Background: an optimization exercise with open tools, aiming at small area and a short achievable clock period. Do not read the settings as production practice. Only simulation tests tie the RTL to the original design; equivalence was not proved. No activity file was given, so power comes from the tool's default toggle rates.

File: design/flow/config.mk
export PLATFORM = sky130hd
export DESIGN_NAME = Processador
export DESIGN_NICKNAME = Processador
export VERILOG_FILES = /design/flow/design.v
export SDC_FILE = /design/flow/constraint.sdc
export NUM_CORES = 4
export LEC_CHECK = 0
export CAP_MARGIN = 20
export CELL_PAD_IN_SITES_DETAIL_PLACEMENT = 1
export CELL_PAD_IN_SITES_GLOBAL_PLACEMENT = 2
export CORE_MARGIN = 2
export CORE_UTILIZATION = 30
export PLACE_DENSITY = 0.45
export SLEW_MARGIN = 20
File: design/flow/constraint.sdc
create_clock -name core_clock -period 250.0 [get_ports {clkFPGA}]
set_input_delay 50.0000 -clock core_clock [delete_from_list [all_inputs] [get_ports {clkFPGA}]]
set_output_delay 50.0000 -clock core_clock [all_outputs]
set_load 0.01 [all_outputs]
File: design/flow/design.v
module DivisorRestaurador (a, d, q, r);
	input [31:0] a, d;
	output [31:0] q, r;
	wire [32:0] hz;
	assign hz[32] = 1'b1;
	genvar k, i;
	generate
		for (k = 31; k >= 0; k = k - 1) begin : HZ
			assign hz[k] = hz[k+1] & ~d[k];
		end
	endgenerate
	wire [31:0] rs [0:32];
	assign rs[0] = 32'd0;
	generate
		for (i = 0; i < 32; i = i + 1) begin : ROW
			localparam W = i + 1;
			wire [W-1:0] t;
			if (i == 0) begin : T0
				assign t = a[31];
			end else begin : TN
				assign t = {rs[i][W-2:0], a[31-i]};
			end
			wire [W:0] df = {1'b0, t} - {1'b0, d[W-1:0]};
			wire qb = hz[W] & ~df[W];
			assign q[31-i] = qb;
			wire [W-1:0] rn = qb ? df[W-1:0] : t;
			if (W < 32) begin : PAD
				assign rs[i+1] = {{(32-W){1'b0}}, rn};
			end else begin : NOPAD
				assign rs[i+1] = rn;
			end
		end
	endgenerate
	assign r = rs[32];
endmodule
module BinBCD4 (bin, bcd);
	input [31:0] bin;
	output reg [15:0] bcd;
	integer n;
	always @(*) begin
		bcd = 16'd0;
		for (n = 31; n >= 0; n = n - 1) begin
			if (bcd[3:0]   >= 5) bcd[3:0]   = bcd[3:0]   + 4'd3;
			if (bcd[7:4]   >= 5) bcd[7:4]   = bcd[7:4]   + 4'd3;
			if (bcd[11:8]  >= 5) bcd[11:8]  = bcd[11:8]  + 4'd3;
			if (bcd[15:12] >= 5) bcd[15:12] = bcd[15:12] + 4'd3;
			bcd = {bcd[14:0], bin[n]};
		end
	end
endmodule
module BinBCD2 (bin, bcd);
	input [31:0] bin;
	output reg [7:0] bcd;
	integer n;
	always @(*) begin
		bcd = 8'd0;
		for (n = 31; n >= 0; n = n - 1) begin
			if (bcd[3:0] >= 5) bcd[3:0] = bcd[3:0] + 4'd3;
			if (bcd[7:4] >= 5) bcd[7:4] = bcd[7:4] + 4'd3;
			bcd = {bcd[6:0], bin[n]};
		end
	end
endmodule
module Seg7 (d, s);
	input [3:0] d;
	output reg [6:0] s;
	always @(*) begin
		case (d)
			4'd0: s = 7'b1000000;
			4'd1: s = 7'b1111001;
			4'd2: s = 7'b0100100;
			4'd3: s = 7'b0110000;
			4'd4: s = 7'b0011001;
			4'd5: s = 7'b0010010;
			4'd6: s = 7'b0000011;
			4'd7: s = 7'b1111000;
			4'd8: s = 7'b0000000;
			4'd9: s = 7'b0011000;
			default: s = 7'b1111111;
		endcase
	end
endmodule
module Processador (Reset, unidade, dezena, centena, milhar, uniPC, dezPC,
entradaFPGA, clkFPGA, Instrucao, SaidaPC, saidaULA, uniFPGA, dezFPGA, checkBanco,
DadoLidoMemoria, zeroflag, DadoLeitura1, DadoLeitura2);
	input clkFPGA;
	input Reset;
	input [4:0] entradaFPGA;
	input [31:0] Instrucao;
	output [6:0] unidade, dezena, centena, milhar, uniPC, dezPC, uniFPGA, dezFPGA;
	output [31:0] SaidaPC, saidaULA, checkBanco, DadoLidoMemoria, DadoLeitura1, DadoLeitura2;
	output zeroflag;
	genvar g;
	integer k;
	wire [4:0] op = Instrucao[31:27];
	wire [8:0] F1 = Instrucao[26:18];
	wire [8:0] F2 = Instrucao[17:9];
	wire [8:0] F3 = Instrucao[8:0];
	wire [31:0] dop = 32'd1 << op;
	wire oADD = dop[0],  oSUB = dop[1],  oMUL = dop[2],  oDIV = dop[3];
	wire oREM = dop[4],  oLI  = dop[5],  oSTR = dop[6],  oAND = dop[7];
	wire oOR  = dop[8],  oXOR = dop[9],  oNOT = dop[10], oSHR = dop[11];
	wire oSHL = dop[12], oEQ  = dop[13], oGT  = dop[14], oLT  = dop[15];
	wire oLD  = dop[17], oJMP = dop[18], oJAL = dop[19], oBRK = dop[20];
	wire oBEQ = dop[21], oIN  = dop[22], oOUT = dop[23];
	wire oNOP = dop[16] | (op[4] & op[3]);
	wire oALU = ~op[4] & ~oLI & ~oSTR;
	wire m01 = oJMP | oBRK | oOUT;
	wire m11 = oLI | oSTR | oLD | oJAL | oIN;
	wire m10 = ~m01 & ~m11;
	wire [4:0] ra = m10 ? F2[4:0] : 5'd0;
	wire [4:0] rb = m10 ? F3[4:0] : (m11 ? F2[4:0] : F1[4:0]);
	wire [4:0] rc = m01 ? 5'd0 : F1[4:0];
	wire [1023:0] bank;
	wire [31:0] rvalid;
	wire        we;
	wire [31:0] wdata;
	generate
		for (g = 0; g < 32; g = g + 1) begin : RF
			reg [31:0] d;
			reg v;
			wire wr = we & (F1[4:0] == g);
			always @(posedge clkFPGA) begin
				if (wr) d <= wdata;
				if (Reset) v <= 1'b0;
				else if (wr) v <= 1'b1;
			end
			assign bank[g*32 +: 32] = d;
			assign rvalid[g] = v;
		end
	endgenerate
	wire [31:0] selA = rvalid & (32'd1 << ra);
	wire [31:0] selB = rvalid & (32'd1 << rb);
	wire [31:0] selC = rvalid & (32'd1 << rc);
	reg [31:0] rdA, rdB, rdC;
	always @(*) begin
		rdA = 32'd0; rdB = 32'd0; rdC = 32'd0;
		for (k = 0; k < 32; k = k + 1) begin
			rdA = rdA | (bank[k*32 +: 32] & {32{selA[k]}});
			rdB = rdB | (bank[k*32 +: 32] & {32{selB[k]}});
			rdC = rdC | (bank[k*32 +: 32] & {32{selC[k]}});
		end
	end
	assign DadoLeitura1 = rdA;
	assign DadoLeitura2 = rdB;
	assign checkBanco = rdC;
	wire [31:0] A = rdA;
	wire [31:0] B = rdB;
	wire subm = oSUB | oLT | oGT;
	wire [31:0] Bimm = oNOP ? {23'd0, F3} : (oIN ? {23'd0, F2} : B);
	wire [32:0] sum = {1'b0, A} + {1'b0, subm ? ~Bimm : Bimm} + {32'd0, subm};
	wire eq = (A == B);
	wire lt = ~sum[32];
	wire gt = ~lt & ~eq;
	wire [31:0] prod = A * B;
	wire [31:0] quo, resto;
	DivisorRestaurador DIV (.a(A), .d(B), .q(quo), .r(resto));
	reg [31:0] shin, shl_out;
	always @(*) begin
		for (k = 0; k < 32; k = k + 1) shin[k] = oSHL ? A[31-k] : A[k];
	end
	wire [31:0] shr_out = (|B[31:5]) ? 32'd0 : (shin >> B[4:0]);
	always @(*) begin
		for (k = 0; k < 32; k = k + 1) shl_out[k] = shr_out[31-k];
	end
	wire selImm2 = oLI | oSTR | oLD | oJAL;
	wire selImm1 = oJMP | oBRK;
	wire selEq = oEQ | oBEQ;
	wire selSum = oADD | oSUB | oNOP | oIN;
	assign saidaULA =
		({32{selSum}} & sum[31:0]) |
		({32{oMUL}}   & prod) |
		({32{oDIV}}   & quo) |
		({32{oREM}}   & resto) |
		({32{oAND}}   & (A & B)) |
		({32{oOR}}    & (A | B)) |
		({32{oXOR}}   & (A ^ B)) |
		({32{oNOT}}   & ~A) |
		({32{oSHR}}   & shr_out) |
		({32{oSHL}}   & shl_out) |
		({32{selEq}}  & (eq ? 32'd1 : B)) |
		({32{oGT}}    & {31'd0, gt}) |
		({32{oLT}}    & {31'd0, lt}) |
		({32{selImm2}} & {23'd0, F2}) |
		({32{selImm1}} & {23'd0, F1}) |
		({32{oOUT}}   & B);
	assign zeroflag = selEq & eq;
	wire [31:0] mem [0:19];
	wire [19:0] mvalid;
	wire mwe = oSTR & (F2[8:5] == 4'd0) & ~(F2[4] & (F2[3] | F2[2]));
	generate
		for (g = 0; g < 20; g = g + 1) begin : MD
			reg [31:0] d;
			reg v;
			wire wr = mwe & (F2[4:0] == g);
			always @(posedge clkFPGA) begin
				if (wr) d <= rdC;
				if (Reset) v <= 1'b0;
				else if (wr) v <= 1'b1;
			end
			assign mem[g] = d;
			assign mvalid[g] = v;
		end
	endgenerate
	wire addrOk = (saidaULA[31:5] == 27'd0) & ~(saidaULA[4] & (saidaULA[3] | saidaULA[2]));
	wire [31:0] msel = {12'd0, mvalid} & (32'd1 << saidaULA[4:0]);
	reg [31:0] mrd;
	always @(*) begin
		mrd = 32'd0;
		for (k = 0; k < 20; k = k + 1) mrd = mrd | (mem[k] & {32{msel[k]}});
	end
	assign DadoLidoMemoria = addrOk ? (oSTR ? rdC : mrd) : 32'd0;
	assign we = oALU | oIN | oLI | oJAL | oLD;
	assign wdata = oALU ? saidaULA :
	               oIN  ? {27'd0, entradaFPGA} :
	               oLI  ? {23'd0, F2} :
	               oJAL ? SaidaPC : DadoLidoMemoria;
	reg [31:0] PC, NPC;
	wire [31:0] pc1 = PC + 32'd1;
	wire taken = eq | (B == 32'd1);
	always @(posedge clkFPGA) begin
		if (Reset) NPC <= 32'd0;
		else if (oJMP | oBRK) NPC <= {23'd0, F1};
		else if (oJAL) NPC <= {23'd0, F2};
		else if (oBEQ & taken) NPC <= {23'd0, F1};
		else NPC <= pc1;
		if (oNOP) PC <= NPC;
		else if (oBRK | Reset) PC <= 32'd0;
		else PC <= NPC;
	end
	assign SaidaPC = PC;
	wire [15:0] bU;
	BinBCD4 CU (.bin(B), .bcd(bU));
	wire [6:0] sU0, sU1, sU2, sU3;
	Seg7 S0 (.d(bU[3:0]),   .s(sU0));
	Seg7 S1 (.d(bU[7:4]),   .s(sU1));
	Seg7 S2 (.d(bU[11:8]),  .s(sU2));
	Seg7 S3 (.d(bU[15:12]), .s(sU3));
	assign unidade = oOUT ? sU0 : 7'b1111111;
	assign dezena  = oOUT ? sU1 : 7'b1111111;
	assign centena = oOUT ? sU2 : 7'b1111111;
	assign milhar  = oOUT ? sU3 : 7'b1111111;
	wire [7:0] bP;
	BinBCD2 CP (.bin(PC), .bcd(bP));
	Seg7 S4 (.d(bP[3:0]), .s(uniPC));
	Seg7 S5 (.d(bP[7:4]), .s(dezPC));
	wire [3:0] fU = (entradaFPGA >= 5'd30) ? entradaFPGA - 5'd30 :
	                (entradaFPGA >= 5'd20) ? entradaFPGA - 5'd20 :
	                (entradaFPGA >= 5'd10) ? entradaFPGA - 5'd10 : entradaFPGA[3:0];
	wire [3:0] fD = (entradaFPGA >= 5'd30) ? 4'd3 :
	                (entradaFPGA >= 5'd20) ? 4'd2 :
	                (entradaFPGA >= 5'd10) ? 4'd1 : 4'd0;
	Seg7 S6 (.d(fU), .s(uniFPGA));
	Seg7 S7 (.d(fD), .s(dezFPGA));
endmodule
File: design/flow/run.sh
#!/bin/bash
# synth_recipe.tcl (not shown) runs the flow's synth.tcl, then flattens the netlist and writes it again
# the make line also repeats each setting of config.mk as NAME=value (left out here)
make -C /OpenROAD-flow-scripts/flow DESIGN_CONFIG=/design/flow/config.mk WORK_HOME=/design/flow/orfs CLKGATE_MAP_FILE= SYNTH_SCRIPT=/design/flow/synth_recipe.tcl finish
==> flow_metrics.py, run 1 <==
metrics = {
    "yosys": {
        "portion_of_the_post_synthesis_area_used_by_sequential_elements_pct": 35.9,
        "synth_edf_count": 1664,
        "ys.flop_type": "edfxtp_1",
        "post-synth-top-count-cell": "edfxtp_1",
        "synth_top_cell_by_area": "edfxtp_1",
        "list_of_most_frequent_post_synthesis_cells": "edfxtp_1, inv_1, ha_1",
        "avgSynthCellArea_sq_um": 9.94,
        "yosys-top-cells-area": "edfxtp_1, ha_1, fa_1",
        "synth_top_area_share_pct": 34.3,
        "syn_inst": 14666,
        "ys_warn_count": 5,
        "synth.distinct_cells": 131,
        "ys_ff_latch": 1780,
        "syn-cell-area_sq_um": 146000,
        "postSynthNetCount": 16274,
        "ys_async_rst_share_pct": 0,
    },
    "cts": {
        "ctsLongestPathBuffers": 4,
        "clk_pin_slew_ns": 0.06,
        "cts.root.buffer_cell": "clkbuf_16",
        "numClockSinks": 1780,
        "cts_tree": "done",
        "clock_latency_ns": 0.89,
        "htreeDepth": 4,
        "cts_inserted_buffers": 179,
        "postCtsSetupBuffers": 0,
        "post_cts_hold_buffer_count": 0,
    },
    "detailed_routing": {
        "wire_per_inst_microns": 43.1,
        "drt_first_pass_iters": 10,
        "postRouteAntennaNets": 0,
        "wl_final_mm": 935,
        "vias_per_cell": 6.44,
        "detailroute.via_count": 139683,
        "drc": 0,
        "first_iter_violations": 18094,
    },
    "finish": {
        "finalNonFillerCells": 21684,
        "layout-drive-gt1-share_pct": 12.0,
        "final_cell_area_sq_um": 167000,
        "area_growth_pct": 14.3,
        "fin_nets": 16641,
    },
    "status": {
        "outcome": "timing/DRC/antenna clean",
    },
    "sta": {
        "tightestPinTransition_ns": 1.26,
        "finalCritPeriodShare_pct": 94.7,
        "setup_violations": 0,
        "totalNegativeSetupSlack_ns": 0,
        "slew_headroom_pct": 15.4,
        "finalMaxSlewViolations": 0,
        "post-route-min-period_ns": 236.73,
        "timing.fmax_mhz": 4.22,
        "final.setup_skew_ns": 0.0770,
        "final-hold-violation-count": 0,
        "unrepaired_setup_endpoints_after_global_routing": "false",
    },
    "setup_path": {
        "cp_slowest_stage_delay_ns": 0.96,
        "critical_path.n_buffers_inverters": 26,
        "cp_common_cell": "o21ai_0",
        "critical_path.reg2reg.startpoint": "RF[9].v",
        "crit_path_max_fanout": 46,
        "crit_required_ns": 200.00,
        "crit_family": "compound AO/OA/AOI/OAI gates",
        "crit_path_start": "Instrucao[31]",
        "setup.reg_to_reg.worst_slack_ns": 115.15,
        "timing.rr.end": "RF[17].d[18]",
        "rr_worst_depth": 675,
        "worstSetupEndpointType": "primary output",
        "critical_path.startpoint_type": "input pin",
        "worst_path_max_delay_cell": "clkdlybuf4s50_1",
        "crit_type": "input pin to primary output",
        "cp.arrival_ns": 186.73,
        "worst-path-stages": 678,
        "critical_path_endpoint": "DadoLidoMemoria[3]",
    },
    "pwr": {
        "switching_power_uw": 377000,
        "p_clk_uw": 281,
        "p_clk_share_pct": 0,
        "switching_share_pct": 55.4,
        "power.internal_uw": 304000,
        "p_leak_uw": 0.0629,
        "largestPowerGroup": "combinational logic",
        "seq-power_uw": 1380,
        "power_density_nw_per_um2": 4090,
        "power_uw": 681000,
        "worst_ir_drop_vdd_mv": 4.92,
        "power_frac_seq_pct": 0.2,
        "combinationalPowerShare_pct": 99.8,
        "p_comb_uw": 679000,
    },
    "die": {
        "dieHeight_microns": 701,
        "die_ar_sq_um": 491000,
        "die_w_microns": 701,
        "core.rowCount": 256,
        "starting_density_of_the_core_pct": 30.1,
        "io-pin-count": 288,
        "core_area_sq_um": 485000,
    },
    "grt": {
        "grt_pass1_vias": 139023,
        "grt_overflow": 0,
        "grt.total_usage_pct": 36.8,
        "global_route_wire_length_before_repair_mm": 1250,
        "grt_start_max_net_pins": 65,
        "antenna_found_initial": 90,
    },
    "min_path": {
        "hold_depth": 1,
        "worstHoldEndpoint": "PC[14]",
        "min_delay_src": "NPC[14]",
        "min-delay-path-class": "register to register",
    },
    "placement": {
        "globalplace.congestion": 0.983,
        "place.detailed.instances": 21298,
        "buffer_ports.inserted": 286,
        "dp.final_hpwl_mm": 647,
        "placed_cell_area_sq_um": 161000,
    },
    "run": {
        "maxCapViolations": 0,
    },
}
cells by family after synthesis:
group / share of synthesized area (%)
AO/OA/AOI/OAI: 21.6
XOR/XNOR: 3.67
adder cells (fa/ha/maj): 15.7
buffers and inverters: 5.18
flip-flops: 35.9
multiplexers: 5.52
other: 0.00257
AND/OR/NAND/NOR: 12.5
metrics by stage:
| stage | hold WS [ns] | setup slack [ns] | util, % |
|---|---|---|---|
| final | 0.425 | 13.27 | 34.4 |
| after global routing | 0.435 | 0.0118 | 34.3 |
| after CTS | 0.430 | 14.05 | 34.3 |
| after detailed placement | 0.416 | 14.89 | 33.1 |
| after global placement | 0.408 | 15.22 | 33.1 |
| after floorplan | 0.406 | 35.02 | - |
state kept, by name, summed over array words and instances, names as in the netlist:
signal,count
RF.v,32
MD.d,640
PC,32
RF.d,1024
NPC,32
MD.v,20
repair_timing:
action | CTS | global route
gates resized for setup | 0 | 2
endpoints found under the setup margin | 0 | 16
hold endpoints to repair | 0 | 0
placed cells by master, fill, tap and decap left out, drive strengths merged, types with 283 or more instances in the layout:
master,netlist,routed
mux2,416,416
clkdlybuf4s50,0,285
a21o,321,321
buf,173,671
xnor2,412,412
o21ai,541,541
fa,440,440
mux2i,332,332
a21oi,585,585
nand3,283,283
edfxtp,1664,1664
ha,1129,1129
a22oi,1023,1023
nand2,931,931
nor2,984,984
inv,1204,1221
a22o,345,345
a221oi,401,401
metal layers:
layer  global-route usage [%]  vias up  wire length [microns]
li1                         -    56002                      -
met4                     22.6       42                  70900
met3                     9.89     2924                  87400
met1                     44.9    72042                 364000
met5                   0.0784        -                    320
met2                     57.9     8673                 413000
cell type report:
cell class | instances | area, sq um
fillers | 54148 | 318000
multi-input cells | 10900 | 87500
clock inverters | 104 | 1050
diodes | 66 | 165
inverters | 1216 | 4570
well taps | 6450 | 8070
repair buffers | 956 | 8310
clock buffers | 212 | 4680
flip-flops and latches | 1780 | 52300
==> run 2, diff against run 1 <==
--- a/design/flow/design.v
+++ b/design/flow/design.v
@@ -1,4 +1,5 @@
-module DivisorRestaurador (a, d, q, r);
+module DivMul (mul, a, d, q, r);
+	input mul;
 	input [31:0] a, d;
 	output [31:0] q, r;
 	wire [32:0] hz;
@@ -9,21 +10,25 @@
 			assign hz[k] = hz[k+1] & ~d[k];
 		end
 	endgenerate
+	wire [31:0] dx = mul ? d : ~d;
+	wire cin = ~mul;
 	wire [31:0] rs [0:32];
 	assign rs[0] = 32'd0;
 	generate
 		for (i = 0; i < 32; i = i + 1) begin : ROW
 			localparam W = i + 1;
+			wire bin = ~mul & a[31-i];
 			wire [W-1:0] t;
 			if (i == 0) begin : T0
-				assign t = a[31];
+				assign t = bin;
 			end else begin : TN
-				assign t = {rs[i][W-2:0], a[31-i]};
-			end
-			wire [W:0] df = {1'b0, t} - {1'b0, d[W-1:0]};
-			wire qb = hz[W] & ~df[W];
+				assign t = {rs[i][W-2:0], bin};
+			end
+			wire [W:0] sm = {1'b0, t} + {1'b0, dx[W-1:0]} + {{W{1'b0}}, cin};
+			wire qb = hz[W] & sm[W];
 			assign q[31-i] = qb;
-			wire [W-1:0] rn = qb ? df[W-1:0] : t;
+			wire sel = (sm[W] & hz[W] & ~mul) | (mul & a[31-i]);
+			wire [W-1:0] rn = sel ? sm[W-1:0] : t;
 			if (W < 32) begin : PAD
 				assign rs[i+1] = {{(32-W){1'b0}}, rn};
 			end else begin : NOPAD
@@ -33,33 +38,47 @@
 	endgenerate
 	assign r = rs[32];
 endmodule
+module Soma3 (d, y);
+	input [3:0] d;
+	output [3:0] y;
+	assign y[3] = d[3] | (d[2] & d[0]) | (d[2] & d[1]);
+	assign y[2] = (d[3] & d[0]) | (d[2] & ~d[1] & ~d[0]);
+	assign y[1] = (d[3] & ~d[0]) | (~d[2] & d[1]) | (d[1] & d[0]);
+	assign y[0] = (d[3] & ~d[0]) | (~d[3] & ~d[2] & d[0]) | (d[2] & d[1] & ~d[0]);
+endmodule
 module BinBCD4 (bin, bcd);
 	input [31:0] bin;
-	output reg [15:0] bcd;
-	integer n;
-	always @(*) begin
-		bcd = 16'd0;
-		for (n = 31; n >= 0; n = n - 1) begin
-			if (bcd[3:0]   >= 5) bcd[3:0]   = bcd[3:0]   + 4'd3;
-			if (bcd[7:4]   >= 5) bcd[7:4]   = bcd[7:4]   + 4'd3;
-			if (bcd[11:8]  >= 5) bcd[11:8]  = bcd[11:8]  + 4'd3;
-			if (bcd[15:12] >= 5) bcd[15:12] = bcd[15:12] + 4'd3;
-			bcd = {bcd[14:0], bin[n]};
-		end
-	end
-endmodule
-module BinBCD2 (bin, bcd);
-	input [31:0] bin;
-	output reg [7:0] bcd;
-	integer n;
-	always @(*) begin
-		bcd = 8'd0;
-		for (n = 31; n >= 0; n = n - 1) begin
-			if (bcd[3:0] >= 5) bcd[3:0] = bcd[3:0] + 4'd3;
-			if (bcd[7:4] >= 5) bcd[7:4] = bcd[7:4] + 4'd3;
-			bcd = {bcd[6:0], bin[n]};
-		end
-	end
+	output [15:0] bcd;
+	wire [15:0] st [0:32];
+	assign st[0] = 16'd0;
+	genvar n;
+	generate
+		for (n = 0; n < 32; n = n + 1) begin : ST
+			wire [15:0] adj;
+			Soma3 D0 (.d(st[n][3:0]),   .y(adj[3:0]));
+			Soma3 D1 (.d(st[n][7:4]),   .y(adj[7:4]));
+			Soma3 D2 (.d(st[n][11:8]),  .y(adj[11:8]));
+			Soma3 D3 (.d(st[n][15:12]), .y(adj[15:12]));
+			assign st[n+1] = {adj[14:0], bin[31-n]};
+		end
+	endgenerate
+	assign bcd = st[32];
+endmodule
+module BinBCD2x9 (bin, bcd);
+	input [8:0] bin;
+	output [7:0] bcd;
+	wire [7:0] st [0:9];
+	assign st[0] = 8'd0;
+	genvar n;
+	generate
+		for (n = 0; n < 9; n = n + 1) begin : ST
+			wire [7:0] adj;
+			Soma3 D0 (.d(st[n][3:0]), .y(adj[3:0]));
+			Soma3 D1 (.d(st[n][7:4]), .y(adj[7:4]));
+			assign st[n+1] = {adj[6:0], bin[8-n]};
+		end
+	endgenerate
+	assign bcd = st[9];
 endmodule
 module Seg7 (d, s);
 	input [3:0] d;
@@ -152,9 +171,8 @@
 	wire eq = (A == B);
 	wire lt = ~sum[32];
 	wire gt = ~lt & ~eq;
-	wire [31:0] prod = A * B;
 	wire [31:0] quo, resto;
-	DivisorRestaurador DIV (.a(A), .d(B), .q(quo), .r(resto));
+	DivMul DIV (.mul(oMUL), .a(A), .d(B), .q(quo), .r(resto));
 	reg [31:0] shin, shl_out;
 	always @(*) begin
 		for (k = 0; k < 32; k = k + 1) shin[k] = oSHL ? A[31-k] : A[k];
@@ -169,9 +187,8 @@
 	wire selSum = oADD | oSUB | oNOP | oIN;
 	assign saidaULA =
 		({32{selSum}} & sum[31:0]) |
-		({32{oMUL}}   & prod) |
 		({32{oDIV}}   & quo) |
-		({32{oREM}}   & resto) |
+		({32{oREM | oMUL}} & resto) |
 		({32{oAND}}   & (A & B)) |
 		({32{oOR}}    & (A | B)) |
 		({32{oXOR}}   & (A ^ B)) |
@@ -216,17 +233,32 @@
 	               oLI  ? {23'd0, F2} :
 	               oJAL ? SaidaPC : DadoLidoMemoria;
 	reg [31:0] PC, NPC;
+	reg [7:0] PCd, NPCd;
 	wire [31:0] pc1 = PC + 32'd1;
 	wire taken = eq | (B == 32'd1);
+	wire jF1 = oJMP | oBRK | (oBEQ & taken);
+	wire [8:0] jimm = oJAL ? F2 : F1;
+	wire [7:0] jimmd;
+	BinBCD2x9 CJ (.bin(jimm), .bcd(jimmd));
+	wire pcmax = &PC;
+	wire [7:0] pc1d = pcmax ? 8'h00 :
+	                  (PCd[3:0] != 4'd9) ? {PCd[7:4], PCd[3:0] + 4'd1} :
+	                  (PCd[7:4] != 4'd9) ? {PCd[7:4] + 4'd1, 4'd0} : 8'h00;
 	always @(posedge clkFPGA) begin
-		if (Reset) NPC <= 32'd0;
-		else if (oJMP | oBRK) NPC <= {23'd0, F1};
-		else if (oJAL) NPC <= {23'd0, F2};
-		else if (oBEQ & taken) NPC <= {23'd0, F1};
-		else NPC <= pc1;
-		if (oNOP) PC <= NPC;
-		else if (oBRK | Reset) PC <= 32'd0;
-		else PC <= NPC;
+		if (Reset) begin
+			NPC <= 32'd0; NPCd <= 8'h00;
+		end else if (jF1 | oJAL) begin
+			NPC <= {23'd0, jimm}; NPCd <= jimmd;
+		end else begin
+			NPC <= pc1; NPCd <= pc1d;
+		end
+		if (oNOP) begin
+			PC <= NPC; PCd <= NPCd;
+		end else if (oBRK | Reset) begin
+			PC <= 32'd0; PCd <= 8'h00;
+		end else begin
+			PC <= NPC; PCd <= NPCd;
+		end
 	end
 	assign SaidaPC = PC;
 	wire [15:0] bU;
@@ -241,7 +273,7 @@
 	assign centena = oOUT ? sU2 : 7'b1111111;
 	assign milhar  = oOUT ? sU3 : 7'b1111111;
 	wire [7:0] bP;
-	BinBCD2 CP (.bin(PC), .bcd(bP));
+	assign bP = PCd;
 	Seg7 S4 (.d(bP[3:0]), .s(uniPC));
 	Seg7 S5 (.d(bP[7:4]), .s(dezPC));
 	wire [3:0] fU = (entradaFPGA >= 5'd30) ? entradaFPGA - 5'd30 :
==> flow_metrics.py, run 2 <==
metrics = {
    "status": {
        "outcome": "failed layout checks",
        "check-failures": "antenna violations",
    },
    "setup_path": {
        "worstSetupEndpointType": "primary output",
        "crit_type": "input pin to primary output",
        "crit_path_start": "Instrucao[29]",
        "cp.arrival_ns": 187.49,
        "worst_path_max_delay_cell": "clkdlybuf4s50_1",
        "crit_required_ns": 200.00,
        "critical_path_endpoint": "DadoLidoMemoria[11]",
        "critical_path.reg2reg.startpoint": "RF[9].v",
        "cp_common_cell": "a21oi_1",
        "critical_path.startpoint_type": "input pin",
        "rr_worst_depth": 649,
        "timing.rr.end": "RF[14].d[12]",
        "crit_family": "compound AO/OA/AOI/OAI gates",
        "cp_slowest_stage_delay_ns": 1.03,
        "setup.reg_to_reg.worst_slack_ns": 113.93,
        "critical_path.n_buffers_inverters": 38,
        "worst-path-stages": 651,
        "crit_path_max_fanout": 57,
    },
    "yosys": {
        "ys_warn_count": 5,
        "synth_edf_count": 1664,
        "ys_async_rst_share_pct": 0,
        "list_of_most_frequent_post_synthesis_cells": "edfxtp_1, nor2_1, a22oi_1",
        "syn_inst": 13336,
        "yosys-top-cells-area": "edfxtp_1, ha_1, a22oi_1",
        "synth.distinct_cells": 154,
        "ys.flop_type": "edfxtp_1",
        "synth_top_cell_by_area": "edfxtp_1",
        "portion_of_the_post_synthesis_area_used_by_sequential_elements_pct": 40.8,
        "syn-cell-area_sq_um": 130000,
        "postSynthNetCount": 14033,
        "avgSynthCellArea_sq_um": 9.71,
        "ys_ff_latch": 1810,
        "synth_top_area_share_pct": 38.6,
        "post-synth-top-count-cell": "edfxtp_1",
    },
    "sta": {
        "totalNegativeSetupSlack_ns": 0,
        "finalWorstSetupSlack_ns": 12.51,
        "final-hold-violation-count": 0,
        "setup_violations": 0,
        "unrepaired_setup_endpoints_after_global_routing": "false",
        "final.setup_skew_ns": 0.0897,
        "slew_headroom_pct": 9.34,
        "finalMaxSlewViolations": 0,
        "post-route-min-period_ns": 237.49,
        "finalCritPeriodShare_pct": 95.0,
        "tightestPinTransition_ns": 1.35,
        "timing.fmax_mhz": 4.21,
        "fin_hold_ws_ns": 0.427,
    },
    "finish": {
        "nFillCells": 47849,
        "fin_nets": 14231,
        "leading_cell_type_in_the_layout_fill_and_taps_excluded": "edfxtp_1",
        "largest_register_ffs": 1024,
        "largest_register": "RF.d",
        "post-route-util_pct": 34.5,
        "final_cell_mix": "edfxtp_1, nor2_1, a22oi_1, nand2_1, a21oi_1",
        "layout_top_registers": "RF.d (1024), MD.d (640)",
        "layout-drive-gt1-share_pct": 12.2,
        "area_growth_pct": 14.7,
    },
    "detailed_routing": {
        "detailroute.via_count": 136063,
        "first_iter_violations": 20107,
        "vias_per_cell": 6.97,
        "drt_first_pass_iters": 13,
        "wire_per_inst_microns": 46.6,
        "wl_final_mm": 911,
        "drc": 0,
        "postRouteAntennaNets": 1,
    },
    "pwr": {
        "p_comb_uw": 569000,
        "p_leak_uw": 0.0516,
        "combinationalPowerShare_pct": 99.4,
        "seq-power_uw": 3320,
        "p_clk_uw": 295,
        "switching_power_uw": 328000,
        "worst_ir_drop_vdd_mv": 4.88,
        "p_clk_share_pct": 0.1,
        "largestPowerGroup": "combinational logic",
        "power_frac_seq_pct": 0.6,
        "power.internal_uw": 245000,
        "switching_share_pct": 57.2,
        "power_density_nw_per_um2": 3860,
    },
    "die": {
        "die_ar_sq_um": 437000,
        "dieHeight_microns": 661,
        "io-pin-count": 288,
        "core.rowCount": 241,
        "starting_density_of_the_core_pct": 30.1,
        "core_area_sq_um": 430000,
        "die_w_microns": 661,
    },
    "min_path": {
        "min-delay-path-class": "register to register",
        "hold_depth": 1,
        "min_delay_src": "NPC[28]",
        "worstHoldEndpoint": "PC[28]",
    },
    "cts": {
        "cts.root.buffer_cell": "clkbuf_16",
        "post_cts_hold_buffer_count": 0,
        "htreeDepth": 4,
        "ctsLongestPathBuffers": 4,
        "numClockSinks": 1810,
        "clock_latency_ns": 0.95,
        "postCtsSetupBuffers": 0,
        "postCtsResizedCells": 0,
        "clk_pin_slew_ns": 0.06,
        "cts_inserted_buffers": 191,
        "cts_tree": "done",
    },
    "grt": {
        "antenna_found_initial": 122,
        "grt_overflow": 0,
        "global_route_wire_length_before_repair_mm": 1200,
        "grt_pass1_vias": 130448,
        "grt.total_usage_pct": 40.2,
        "grt_start_max_net_pins": 63,
    },
    "run": {
        "maxCapViolations": 0,
    },
    "placement": {
        "globalplace.congestion": 1.02,
        "buffer_ports.inserted": 286,
        "dp.final_hpwl_mm": 613,
        "place_ws_ns": 14.75,
    },
}
-- run 2: cells by family after synthesis --
family                   synth area share, %
other                                0.00290
adder cells (fa/ha/maj)                 6.64
multiplexers                            3.30
AO/OA/AOI/OAI                           25.0
XOR/XNOR                                3.95
AND/OR/NAND/NOR                         15.3
buffers and inverters                   4.95
flip-flops                              40.8
-- run 2: layout make-up --
type | count | area [sq um] | share of cell area, %
tap | 5710 | 7140 | 4.81
antenna | 130 | 325 | 0.219
multi-input combinational | 9980 | 71700 | 48.3
sequential | 1810 | 52900 | 35.6
clock buffer | 234 | 5110 | 3.44
timing repair buffer | 953 | 8060 | 5.43
inverter | 598 | 2250 | 1.51
clock inverter | 107 | 1020 | 0.684
-- run 2: metal layers --
metal	GRT usage [%]	vias up	wire length, microns
met4	28.2	28	75700
li1	-	52896	-
met5	0	-	372
met1	47.9	69202	342000
met3	12.3	3480	96600
met2	61.7	10457	396000
-- run 2: per-stage QoR --
| stage | cells | instance area, sq um | power [uW] |
|---|---|---|---|
| finish | 19522 | 149000 | 573000 |
| global route | 19415 | 148000 | 581000 |
| CTS | 19388 | 148000 | 568000 |
| detailed placement | 19047 | 142000 | 567000 |
| global placement | 19038 | 142000 | 562000 |
| floorplan | 13336 | 130000 | 641000 |
==> run 3, diff against run 2 <==
--- a/design/flow/config.mk
+++ b/design/flow/config.mk
@@ -5,6 +5,7 @@
 export SDC_FILE = /design/flow/constraint.sdc
 export NUM_CORES = 4
 export LEC_CHECK = 0
+export ABC_AREA = 1
 export CAP_MARGIN = 20
 export CELL_PAD_IN_SITES_DETAIL_PLACEMENT = 1
 export CELL_PAD_IN_SITES_GLOBAL_PLACEMENT = 2
==> flow_metrics.py, run 3 <==
metrics = {
    "detailed_routing": {
        "first_iter_violations": 21538,
        "detailroute.via_count": 140585,
        "drc": 0,
        "vias_per_cell": 6.15,
        "wl_final_mm": 893,
        "postRouteAntennaNets": 0,
        "wire_per_inst_microns": 39.1,
        "drt_first_pass_iters": 7,
    },
    "sta": {
        "finalWorstSetupSlack_ns": 35.69,
        "tightestPinTransition_ns": 1.32,
        "post-route-min-period_ns": 214.31,
        "slew_headroom_pct": 11.6,
        "final.setup_skew_ns": 0.0707,
        "unrepaired_setup_endpoints_after_global_routing": "false",
        "final-hold-violation-count": 0,
        "setup_violations": 0,
        "finalCritPeriodShare_pct": 85.7,
        "finalMaxSlewViolations": 0,
        "totalNegativeSetupSlack_ns": 0,
        "timing.fmax_mhz": 4.67,
    },
    "finish": {
        "area_growth_pct": 16.0,
        "layout_top_registers": "RF.d (1024), MD.d (640)",
        "largest_register": "RF.d",
        "final_cell_mix": "nand2_1, inv_1, edfxtp_1, nor2_1, o21ai_0",
        "leading_cell_type_in_the_layout_fill_and_taps_excluded": "nand2_1",
        "layout-drive-gt1-share_pct": 10.8,
        "fin_nets": 17512,
        "largest_register_ffs": 1024,
    },
    "grt": {
        "grt_pass1_vias": 130503,
        "antenna_found_initial": 173,
        "grt_start_max_net_pins": 56,
        "grt.total_usage_pct": 39.6,
        "grt_overflow": 0,
        "global_route_wire_length_before_repair_mm": 1170,
    },
    "cts": {
        "cts.root.buffer_cell": "clkbuf_16",
        "cts_tree": "done",
        "clock_latency_ns": 0.93,
        "postCtsSetupBuffers": 0,
        "cts_inserted_buffers": 195,
        "clk_pin_slew_ns": 0.06,
        "numClockSinks": 1810,
        "ctsLongestPathBuffers": 4,
        "htreeDepth": 4,
        "postCtsResizedCells": 0,
        "post_cts_hold_buffer_count": 0,
    },
    "min_path": {
        "worstHoldEndpoint": "PC[28]",
        "min_delay_src": "NPC[28]",
        "hold_depth": 2,
        "min-delay-path-class": "register to register",
    },
    "yosys": {
        "yosys-top-cells-area": "edfxtp_1, nand2_1, ha_1",
        "ys_ff_latch": 1810,
        "postSynthNetCount": 16942,
        "synth_top_cell_by_area": "edfxtp_1",
        "synth_edf_count": 1664,
        "synth_top_area_share_pct": 38.8,
        "ys_async_rst_share_pct": 0,
        "syn_inst": 16245,
        "post-synth-top-count-cell": "nand2_1",
        "synth.distinct_cells": 83,
        "syn-cell-area_sq_um": 129000,
        "avgSynthCellArea_sq_um": 7.92,
        "ys.flop_type": "edfxtp_1",
        "portion_of_the_post_synthesis_area_used_by_sequential_elements_pct": 41.1,
        "ys_warn_count": 5,
        "list_of_most_frequent_post_synthesis_cells": "nand2_1, inv_1, edfxtp_1",
    },
    "setup_path": {
        "cp_slowest_stage_delay_ns": 0.80,
        "crit_path_max_fanout": 44,
        "cp_common_cell": "nand2_1",
        "worst-path-stages": 655,
        "critical_path.reg2reg.startpoint": "RF[6].v",
        "worstSetupEndpointType": "primary output",
        "crit_required_ns": 200.00,
        "crit_type": "input pin to primary output",
        "crit_path_start": "Instrucao[30]",
        "critical_path.startpoint_type": "input pin",
        "critical_path_endpoint": "DadoLidoMemoria[29]",
        "critical_path.n_buffers_inverters": 83,
        "crit_family": "compound AO/OA/AOI/OAI gates",
        "cp.arrival_ns": 164.31,
        "worst_path_max_delay_cell": "nor2_4",
        "timing.rr.end": "RF[1].d[14]",
        "setup.reg_to_reg.worst_slack_ns": 137.40,
        "rr_worst_depth": 643,
    },
    "placement": {
        "dp.final_hpwl_mm": 633,
        "globalplace.congestion": 1.05,
        "place_ws_ns": 36.03,
        "buffer_ports.inserted": 286,
    },
    "status": {
        "outcome": "timing/DRC/antenna clean",
    },
    "pwr": {
        "switching_share_pct": 62.2,
        "largestPowerGroup": "combinational logic",
        "p_clk_uw": 306,
        "seq-power_uw": 2600,
        "power_density_nw_per_um2": 3510,
        "p_comb_uw": 522000,
        "power.internal_uw": 198000,
        "combinationalPowerShare_pct": 99.4,
        "p_clk_share_pct": 0.1,
        "power_frac_seq_pct": 0.5,
        "p_leak_uw": 0.0615,
        "worst_ir_drop_vdd_mv": 6.00,
        "switching_power_uw": 326000,
    },
    "die": {
        "core.rowCount": 240,
        "io-pin-count": 288,
        "starting_density_of_the_core_pct": 30.1,
        "die_ar_sq_um": 434000,
        "die_w_microns": 659,
        "dieHeight_microns": 659,
        "core_area_sq_um": 427000,
    },
    "run": {
        "maxCapViolations": 0,
    },
}
## run 3: cell types whose count changed in the layout (fill, tap and decap cells not counted), sizes merged, moves of 236 or more
cell    delta
inv     +1466
nand2   +3594
a22o     -263
a22oi    -843
nor2     +416
and3     -243
o22ai    +564
o21bai   -236
xnor2    -306
nand4    -238
nand3    +361
o21ai    +462
## run 3: cells by family (layout without fill, tap and decap cells)
| kind of cell | after synthesis | in the layout | share of synthesized area, % |
|---|---|---|---|
| compound gates | 3330 | 3330 | 16.0 |
| xor+xnor | 477 | 477 | 3.25 |
| fa+ha+maj | 658 | 658 | 6.59 |
| buf+inv | 2637 | 3349 | 8.03 |
| flops | 1810 | 1810 | 41.1 |
| mux | 5 | 5 | 0.0389 |
| other cells | 1 | 198 | 0.00292 |
| simple gates | 7327 | 7327 | 25.0 |
## run 3: cell type report
cell class	instances	area, sq um
clock inverters	103	1130
fillers	50898	278000
multi-input cells	11798	66900
flip-flops and latches	1810	52900
diodes	197	493
repair buffers	915	7650
clock buffers	236	5150
inverters	2095	7910
well taps	5687	7120
## run 3: routing by layer
| layer | vias to the layer above | wire length, microns | global-route usage (%) |
|---|---|---|---|
| met5 | - | 667 | 0.532 |
| met4 | 40 | 67700 | 24.6 |
| met3 | 3142 | 106000 | 14.1 |
| met2 | 10713 | 347000 | 54.4 |
| met1 | 69298 | 371000 | 52.5 |
| li1 | 57392 | - | - |
## run 3: metrics by stage
stage          cells  util (%)  hold WS [ns]  instance area (sq um)  total power [uW]
2_1_floorplan  16245         -         0.394                 129000            660000
3_3_place_gp   22300      33.3         0.395                 142000            514000
3_5_place_dp   22302      33.3         0.400                 142000            519000
4_1_cts        22641      34.8         0.409                 149000            519000
5_1_grt        22660      34.8         0.419                 149000            538000
6_report       22841      34.9         0.408                 149000            524000
==> run 4, diff against run 3 <==
--- a/design/flow/config.mk
+++ b/design/flow/config.mk
@@ -11,5 +11,7 @@
 export CELL_PAD_IN_SITES_GLOBAL_PLACEMENT = 2
 export CORE_MARGIN = 2
 export CORE_UTILIZATION = 30
+export CTS_CLUSTER_DIAMETER = 60
+export CTS_CLUSTER_SIZE = 25
 export PLACE_DENSITY = 0.45
 export SLEW_MARGIN = 20
==> flow_metrics.py, run 4 <==
metrics = {
    "grt": {
        "grt_pass1_vias": 129840,
        "grt.total_usage_pct": 39.6,
        "grt_overflow": 0,
        "global_route_wire_length_before_repair_mm": 1170,
        "antenna_found_initial": 162,
        "grt_start_max_net_pins": 56,
    },
    "cts": {
        "post_cts_hold_buffer_count": 0,
        "cts_tree": "done",
        "cts_inserted_buffers": 148,
        "numClockSinks": 1810,
        "ctsLongestPathBuffers": 4,
        "postCtsSetupBuffers": 0,
        "clk_pin_slew_ns": 0.08,
        "cts.root.buffer_cell": "clkbuf_16",
        "postCtsResizedCells": 0,
        "htreeDepth": 4,
        "clock_latency_ns": 0.92,
    },
    "detailed_routing": {
        "drc": 0,
        "postRouteAntennaNets": 0,
        "routedLengthMet1_mm": 370,
        "met2RoutedLength_mm": 347,
        "wire_per_inst_microns": 39.2,
        "detailroute.via_count": 139330,
        "wl_final_mm": 891,
        "first_iter_violations": 21313,
        "vias_per_cell": 6.12,
        "highest-signal-layer": "met5",
        "detailed_route_wirelength_on_metal3_mm": 106,
        "drt_first_pass_iters": 9,
    },
    "finish": {
        "layout-drive-gt1-share_pct": 10.6,
        "largest_register": "RF.d",
        "leading_cell_type_in_the_layout_fill_and_taps_excluded": "nand2_1",
        "fin_nets": 17464,
        "layout_top_registers": "RF.d (1024), MD.d (640)",
        "largest_register_ffs": 1024,
        "final_cell_mix": "nand2_1, inv_1, edfxtp_1, nor2_1, o21ai_0",
        "seqCellArea_sq_um": 52900,
        "area_growth_pct": 15.0,
        "final_cell_area_sq_um": 148000,
        "total_area_of_multi_input_combinational_cells_sq_um": 66900,
        "nFillCells": 50925,
    },
    "die": {
        "die_ar_sq_um": 434000,
        "core_area_sq_um": 427000,
        "dieHeight_microns": 659,
        "core.rowCount": 240,
        "starting_density_of_the_core_pct": 30.1,
        "die_w_microns": 659,
        "io-pin-count": 288,
    },
    "setup_path": {
        "rr_worst_depth": 643,
        "timing.rr.end": "RF[0].d[14]",
        "cp.arrival_ns": 164.22,
        "crit_path_start": "Instrucao[30]",
        "worstSetupEndpointType": "primary output",
        "setup.reg_to_reg.worst_slack_ns": 137.44,
        "cp_slowest_stage_delay_ns": 0.75,
        "critical_path_endpoint": "DadoLidoMemoria[29]",
        "critical_path.reg2reg.startpoint": "RF[6].v",
        "crit_family": "compound AO/OA/AOI/OAI gates",
        "cp_common_cell": "nand2_1",
        "crit_path_max_fanout": 44,
        "crit_required_ns": 200.00,
        "worst_path_max_delay_cell": "nand3_1",
        "crit_type": "input pin to primary output",
        "worst-path-stages": 652,
        "critical_path.n_buffers_inverters": 83,
        "critical_path.startpoint_type": "input pin",
    },
    "pwr": {
        "p_leak_uw": 0.0609,
        "seq-power_uw": 2620,
        "p_comb_uw": 520000,
        "p_clk_uw": 263,
        "power_frac_seq_pct": 0.5,
        "power_density_nw_per_um2": 3540,
        "combinationalPowerShare_pct": 99.4,
        "switching_power_uw": 326000,
        "power.internal_uw": 198000,
        "largestPowerGroup": "combinational logic",
        "p_clk_share_pct": 0.1,
        "switching_share_pct": 62.2,
        "worst_ir_drop_vdd_mv": 5.98,
    },
    "yosys": {
        "simple_gate_share_of_the_synthesized_area_pct": 25.0,
        "post-synth-top-count-cell": "nand2_1",
        "synthAdderAreaFrac_pct": 6.59,
        "synth_top_family_by_area": "simple AND/OR/NAND/NOR gates",
        "syn_inst": 16245,
        "avgSynthCellArea_sq_um": 7.92,
        "portion_of_the_post_synthesis_area_used_by_sequential_elements_pct": 41.1,
        "yosys-top-cells-area": "edfxtp_1, nand2_1, ha_1",
        "postSynthNetCount": 16942,
        "yosys-mux-area-fraction_pct": 0.0389,
        "ys.flop_type": "edfxtp_1",
        "ys_warn_count": 5,
        "list_of_most_frequent_post_synthesis_cells": "nand2_1, inv_1, edfxtp_1",
        "synth_xor_xnor_area_share_pct": 3.25,
        "synth_edf_count": 1664,
        "syn-cell-area_sq_um": 129000,
        "synth_top_cell_by_area": "edfxtp_1",
        "ys_ff_latch": 1810,
        "synth_top_area_share_pct": 38.8,
        "ys_async_rst_share_pct": 0,
        "synth_compound_area_share_pct": 16.0,
        "synth.distinct_cells": 83,
    },
    "sta": {
        "final.setup_skew_ns": 0.0901,
        "setup_violations": 0,
        "final-hold-violation-count": 0,
        "slew_headroom_pct": 13.6,
        "timing.fmax_mhz": 4.67,
        "tightestPinTransition_ns": 1.30,
        "finalCritPeriodShare_pct": 85.7,
        "unrepaired_setup_endpoints_after_global_routing": "false",
        "post-route-min-period_ns": 214.22,
        "totalNegativeSetupSlack_ns": 0,
        "finalMaxSlewViolations": 0,
    },
    "placement": {
        "dp.final_hpwl_mm": 633,
        "buffer_ports.inserted": 286,
        "placed_cell_area_sq_um": 142000,
        "globalplace.congestion": 1.05,
    },
    "run": {
        "maxCapViolations": 0,
    },
    "min_path": {
        "hold_depth": 2,
        "min_delay_src": "NPC[12]",
        "worstHoldEndpoint": "PC[12]",
        "min-delay-path-class": "register to register",
    },
    "status": {
        "outcome": "timing/DRC/antenna clean",
    },
}
run 4: changes by cell type in the layout (fill, tap and decap cells not counted), sizes merged:
cell      delta
buf          -1
diode        -7
bufinv      -16
clkinv      -28
clkinvlp     -8
clkbuf      -76
inv         +46
run 4: layout make-up:
type / instances / area share, %
multi-input cells: 11798 / 45.2
flip-flops and latches: 1810 / 35.7
inverters: 2095 / 5.34
repair buffers: 914 / 5.16
well taps: 5687 / 4.81
clock buffers: 160 / 2.60
clock inverters: 97 / 0.814
diodes: 190 / 0.321
run 4: kinds of logic (layout without fill, tap and decap cells):
logic type,Yosys count,count (layout)
AND/OR/NAND/NOR,7327,7327
AO/OA/AOI/OAI,3330,3330
buffers and inverters,2637,3266
flip-flops,1810,1810
adder cells (fa/ha/maj),658,658
XOR/XNOR,477,477
multiplexers,5,5
other,1,191
run 4: stage by stage:
| stage | instances | hold WS, ns | setup slack, ns | total power, uW | utilization [%] |
|---|---|---|---|---|---|
| after global placement | 22300 | 0.395 | 38.19 | 514000 | 33.3 |
| final | 22751 | 0.403 | 35.78 | 523000 | 34.7 |
| after detailed placement | 22302 | 0.400 | 36.03 | 519000 | 33.3 |
| after CTS | 22559 | 0.403 | 35.62 | 519000 | 34.5 |
| after global routing | 22578 | 0.416 | 21.67 | 538000 | 34.5 |
| after floorplan | 16245 | 0.394 | 66.25 | 660000 | - |
run 4: metal layers:
metal / global-route usage, % / up-vias
li1: - / 57246
met1: 52.4 / 68784
met2: 54.5 / 10285
met3: 14.1 / 2963
met4: 24.1 / 52
met5: 0.820 / -

-- afterwards: timing with drivers on the ports --
No port has a modelled driver above. Below, the same layouts with a new extraction and two added sets of constraints.
Step 1, drivers: a clkbuf_16 drives clkFPGA and a buf_2 each remaining input, both assumed.
Step 2 times the ports against the registers' clock, not the clock port: input delays grow and output delays shrink by t, the midpoint of the rising clock arrivals with the driver on.
a / b / c = ideal ports / drivers / drivers and shift; a / b = the first two.
run | t (ns) | setup WS [ns] | worst hold slack (ns) | slew at the worst register clock pin (ns) | cell pins on the clock port's net
run 1 | 0.972 | 13.269 / 12.968 / 12.968 | 0.425 / 0.425 / 0.425 | 0.08 / 0.08 | 1
run 2 | 1.015 | 12.509 / 12.357 / 12.357 | 0.427 / 0.427 / 0.427 | 0.08 / 0.08 | 1
run 3 | 1.004 | 35.694 / 35.649 / 35.649 | 0.408 / 0.408 / 0.408 | 0.09 / 0.09 | 1
run 4 | 0.995 | 35.781 / 35.737 / 35.737 | 0.403 / 0.403 / 0.403 | 0.11 / 0.11 | 1
For run 1, which loses most, drivers alone change the setup slack by -0.301 ns; drivers and shift together by -0.301 ns.
